Context: an optimization exercise on an open-source flow, tuned for small area and a short achievable clock period. The choices shown serve that exercise and are no tape-out recipe.
Function was checked by simulation only, so behaviour that the tests miss may differ from the original.
The flow treats the clock pin as an ideal source. Dropping or thinning the clock tree relies on that and would not hold on a real chip.
No activity file was given, so power comes from the tool's default toggle rates.

==> flow/design.v (excerpt) <==
module PelicanMAC(clk,rst,
             load_iv,
             load_k,
             load_m,
             din,
             dout,
             done);
Size in the first run: roughly 1600 cells after synthesis, ~280 flip-flops.
clock: 3.5 ns
lec_check: 0
cap_margin: 20
core_margin: 2
core_utilization: 40
setup_slack_margin: 1.8
slew_margin: 20
synth_hierarchical: 1
synth_minimum_keep_size: 0
standard.sh (not shown) runs the stock make flow with config.mk's settings and CLKGATE_MAP_FILE= SYNTH_SCRIPT=/design/flow/synth_recipe.tcl, a recipe that flattens the netlist after the stock synthesis.
==> flow/flow/run.sh <==
#!/bin/bash
# ORFS layout through the standard.sh, with
#  - the standard flow's synthesis script, but ABC mapping for area (flow/synth.tcl),
#  - plain buf_1 cells as port buffers (the resizer upsizes where needed),
#  - a hand-built two-level clock tree of inverters (two inversions keep
#    the clock's polarity; flow/cts_hook.tcl) in place of
#    TritonCTS, for a low clock insertion delay.
set -euo pipefail
here=$(cd "$(dirname "$0")" && pwd)
export BUFFER_PORTS_ARGS="-buffer_cell sky130_fd_sc_hd__buf_1"
export PRE_CTS_TCL="$here/cts_hook.tcl"
export MCTS_RLEV=2 MCTS_LLEV=2
export MCTS_ROOT=sky130_fd_sc_hd__inv_8 MCTS_LEAF=sky130_fd_sc_hd__inv_8
bash standard.sh SYNTH_SCRIPT="$here/synth.tcl" > standard.log 2>&1
==> flow/flow/cts_hook.tcl <==
# PRE_CTS hook: build a shallow, balanced clock tree by hand (see mancts.tcl)
# in place of TritonCTS; the rest of ORFS's CTS step (legalisation, timing
# repair) runs as usual.
source [file join [file dirname [info script]] mancts.tcl]
man_cts $::env(MCTS_RLEV) $::env(MCTS_LLEV) $::env(MCTS_ROOT) $::env(MCTS_LEAF)
set_propagated_clock [all_clocks]
rename clock_tree_synthesis ""
proc clock_tree_synthesis {args} {
  puts "clock_tree_synthesis skipped: clock tree built by cts_hook.tcl"
}
# ORFS's CTS step next clones clock inverters next to each register load;
# the hand-built tree is already final.
rename repair_clock_inverters ""
proc repair_clock_inverters {args} {
  puts "repair_clock_inverters skipped: clock tree built by cts_hook.tcl"
}
==> flow/flow/mancts.tcl <==
# Manual clock tree: the flip-flops are split by balanced recursive bisection
# of their placed positions into 2^(rlev+llev) groups; each group gets a leaf
# buffer at its centre, and each 2^llev neighbouring leaves a root buffer
# driven by the clock port (2^rlev roots). With llev 0 the roots drive the
# flip-flops directly. The cells may be buffers or, with two levels,
# inverters (output pin Y), whose two inversions keep the polarity.
proc man_cts {rlev llev rootcell leafcell} {
  set block [ord::get_db_block]
  set db [ord::get_db]
  set clknet [$block findNet clk]
  set sinks {}
  foreach it [$clknet getITerms] {
    lappend sinks $it
  }
  # positions
  set pts {}
  foreach it $sinks {
    set inst [$it getInst]
    set bb [$inst getBBox]
    lappend pts [list [expr {([$bb xMin]+[$bb xMax])/2}] [expr {([$bb yMin]+[$bb yMax])/2}]]
  }
  # balanced recursive bisection: split along the wider spread
  proc bisect {items levels} {
    if {$levels == 0} { return [list $items] }
    set xs {}; set ys {}
    foreach it $items { lappend xs [lindex $it 0]; lappend ys [lindex $it 1] }
    set xs [lsort -integer $xs]; set ys [lsort -integer $ys]
    set ax [expr {([lindex $xs end] - [lindex $xs 0]) >= ([lindex $ys end] - [lindex $ys 0]) ? 0 : 1}]
    set s [lsort -integer -index $ax $items]
    set h [expr {[llength $s] / 2}]
    return [concat [bisect [lrange $s 0 [expr {$h-1}]] [expr {$levels-1}]] [bisect [lrange $s $h end] [expr {$levels-1}]]]
  }
  proc centre {items} {
    set sx 0; set sy 0
    foreach it $items { incr sx [lindex $it 0]; incr sy [lindex $it 1] }
    set n [llength $items]
    return [list [expr {$sx / $n}] [expr {$sy / $n}]]
  }
  set items {}
  set i 0
  foreach p $pts { lappend items [list [lindex $p 0] [lindex $p 1] $i]; incr i }
  set groups [bisect $items [expr {$rlev + $llev}]]
  set lasg [lrepeat [llength $pts] 0]
  set lcs {}
  set g 0
  foreach grp $groups {
    lappend lcs [centre $grp]
    foreach it $grp { lset lasg [lindex $it 2] $g }
    incr g
  }
  set nleaf [expr {$llev > 0 ? [llength $groups] : 0}]
  set nroot [expr {1 << $rlev}]
  set per [expr {1 << $llev}]
  set rcs {}; set rasg {}
  for {set r 0} {$r < $nroot} {incr r} {
    set sub {}
    for {set l [expr {$r*$per}]} {$l < ($r+1)*$per} {incr l} { lappend sub [lindex $lcs $l]; lappend rasg $r }
    lappend rcs [centre $sub]
  }
  set rootm [$db findMaster $rootcell]
  set leafm [$db findMaster $leafcell]
  # root buffers
  set rnets {}
  for {set r 0} {$r < $nroot} {incr r} {
    set inst [odb::dbInst_create $block $rootm "mcts_root_$r"]
    $inst setLocation [lindex $rcs $r 0] [lindex $rcs $r 1]
    $inst setPlacementStatus PLACED
    set net [odb::dbNet_create $block "mcts_rnet_$r"]
    $net setSigType CLOCK
    [$inst findITerm A] connect $clknet
    [$inst findITerm [expr {[$inst findITerm X] ne "NULL" ? "X" : "Y"}]] connect $net
    lappend rnets $net
  }
  set dnets $rnets
  if {$nleaf > 0} {
    set dnets {}
    for {set l 0} {$l < $nleaf} {incr l} {
      set inst [odb::dbInst_create $block $leafm "mcts_leaf_$l"]
      $inst setLocation [lindex $lcs $l 0] [lindex $lcs $l 1]
      $inst setPlacementStatus PLACED
      set net [odb::dbNet_create $block "mcts_lnet_$l"]
      $net setSigType CLOCK
      [$inst findITerm A] connect [lindex $rnets [lindex $rasg $l]]
      [$inst findITerm [expr {[$inst findITerm X] ne "NULL" ? "X" : "Y"}]] connect $net
      lappend dnets $net
    }
  }
  set i 0
  foreach it $sinks {
    $it disconnect
    $it connect [lindex $dnets [lindex $lasg $i]]
    incr i
  }
}
Other scripts of this flow, unchanged in this note and not shown: flow/flow/abc_area.script, flow/flow/synth.tcl
The first run ran to the end with no violations.
Rerun with:
==> flow/flow/run.sh (replaced) <==
#!/bin/bash
# ORFS layout through the standard.sh, with
#  - the standard flow's synthesis script, but ABC mapping for area (flow/synth.tcl),
#  - plain buf_1 cells as port buffers (the resizer upsizes where needed),
#  - a hand-built two-level clock tree (flow/cts_hook.tcl) in place of
#    TritonCTS, for a low clock insertion delay.
set -euo pipefail
here=$(cd "$(dirname "$0")" && pwd)
export BUFFER_PORTS_ARGS="-buffer_cell sky130_fd_sc_hd__buf_1"
export PRE_CTS_TCL="$here/cts_hook.tcl"
export MCTS_RLEV=2 MCTS_LLEV=2
export MCTS_ROOT=sky130_fd_sc_hd__clkbuf_16 MCTS_LEAF=sky130_fd_sc_hd__clkbuf_16
bash standard.sh SYNTH_SCRIPT="$here/synth.tcl" > standard.log 2>&1
--- a/flow/flow/cts_hook.tcl
+++ b/flow/flow/cts_hook.tcl
@@ -9,8 +9,2 @@
   puts "clock_tree_synthesis skipped: clock tree built by cts_hook.tcl"
 }
-# ORFS's CTS step next clones clock inverters next to each register load;
-# the hand-built tree is already final.
-rename repair_clock_inverters ""
-proc repair_clock_inverters {args} {
-  puts "repair_clock_inverters skipped: clock tree built by cts_hook.tcl"
-}
--- a/flow/flow/mancts.tcl
+++ b/flow/flow/mancts.tcl
@@ -3,6 +3,5 @@
 # buffer at its centre, and each 2^llev neighbouring leaves a root buffer
 # driven by the clock port (2^rlev roots). With llev 0 the roots drive the
-# flip-flops directly. The cells may be buffers or, with two levels,
-# inverters (output pin Y), whose two inversions keep the polarity.
+# flip-flops directly.
 proc man_cts {rlev llev rootcell leafcell} {
   set block [ord::get_db_block]
@@ -69,5 +68,5 @@
     $net setSigType CLOCK
     [$inst findITerm A] connect $clknet
-    [$inst findITerm [expr {[$inst findITerm X] ne "NULL" ? "X" : "Y"}]] connect $net
+    [$inst findITerm X] connect $net
     lappend rnets $net
   }
@@ -82,5 +81,5 @@
       $net setSigType CLOCK
       [$inst findITerm A] connect [lindex $rnets [lindex $rasg $l]]
-      [$inst findITerm [expr {[$inst findITerm X] ne "NULL" ? "X" : "Y"}]] connect $net
+      [$inst findITerm X] connect $net
       lappend dnets $net
     }
--- a/flow/config.mk
+++ b/flow/config.mk
@@ -8,5 +8,5 @@
 export CAP_MARGIN = 20
 export CORE_MARGIN = 2
-export CORE_UTILIZATION = 40
+export CORE_UTILIZATION = 60
 export SETUP_SLACK_MARGIN = 1.8
 export SLEW_MARGIN = 20
Worst setup slack degrades by 70 ps.
Register-to-register slack improves by 40 ps.
Routed wire length fell by 13%.
Via count fell by 0.92%.
Cell area fell by 0.95%.
Synthesized area is unchanged.
Power rose by 6.7%.
In every run of this note, the design's own scripts or RTL, not TritonCTS, make the clock network.

separate check: timing with driven ports:
No port has a modelled driver above. Below, the same layouts with a new extraction and two added sets of constraints.
Step 1 (the two cells are an assumption about what drives the block):
set clk [get_ports {clk}]
set_driving_cell -lib_cell sky130_fd_sc_hd__clkbuf_16 $clk
set_driving_cell -lib_cell sky130_fd_sc_hd__buf_2 [delete_from_list [all_inputs] $clk]
Step 2 adds t to the input delays and takes it off the output delays; t is the mean of the earliest and latest rising clock arrival at the registers after step 1. Input paths then give back, and output paths get back, about the clock's delay inside the block.
a / b / c = ideal / step 1 / step 2; a / b = the first two.
| run | t, ns | setup WS [ns] | latest minus earliest clock arrival (ns) |
|---|---|---|---|
| the first run | 0.310 | 1.816 / 1.676 / 1.627 | 0.015 / 0.015 |
| the second run | 0.404 | 1.746 / 1.644 / 1.499 | 0.017 / 0.017 |
After both steps setup and hold are still met in every run listed. For the second run, which loses most, drivers alone change the setup slack by -0.102 ns; drivers and shift together by -0.247 ns.
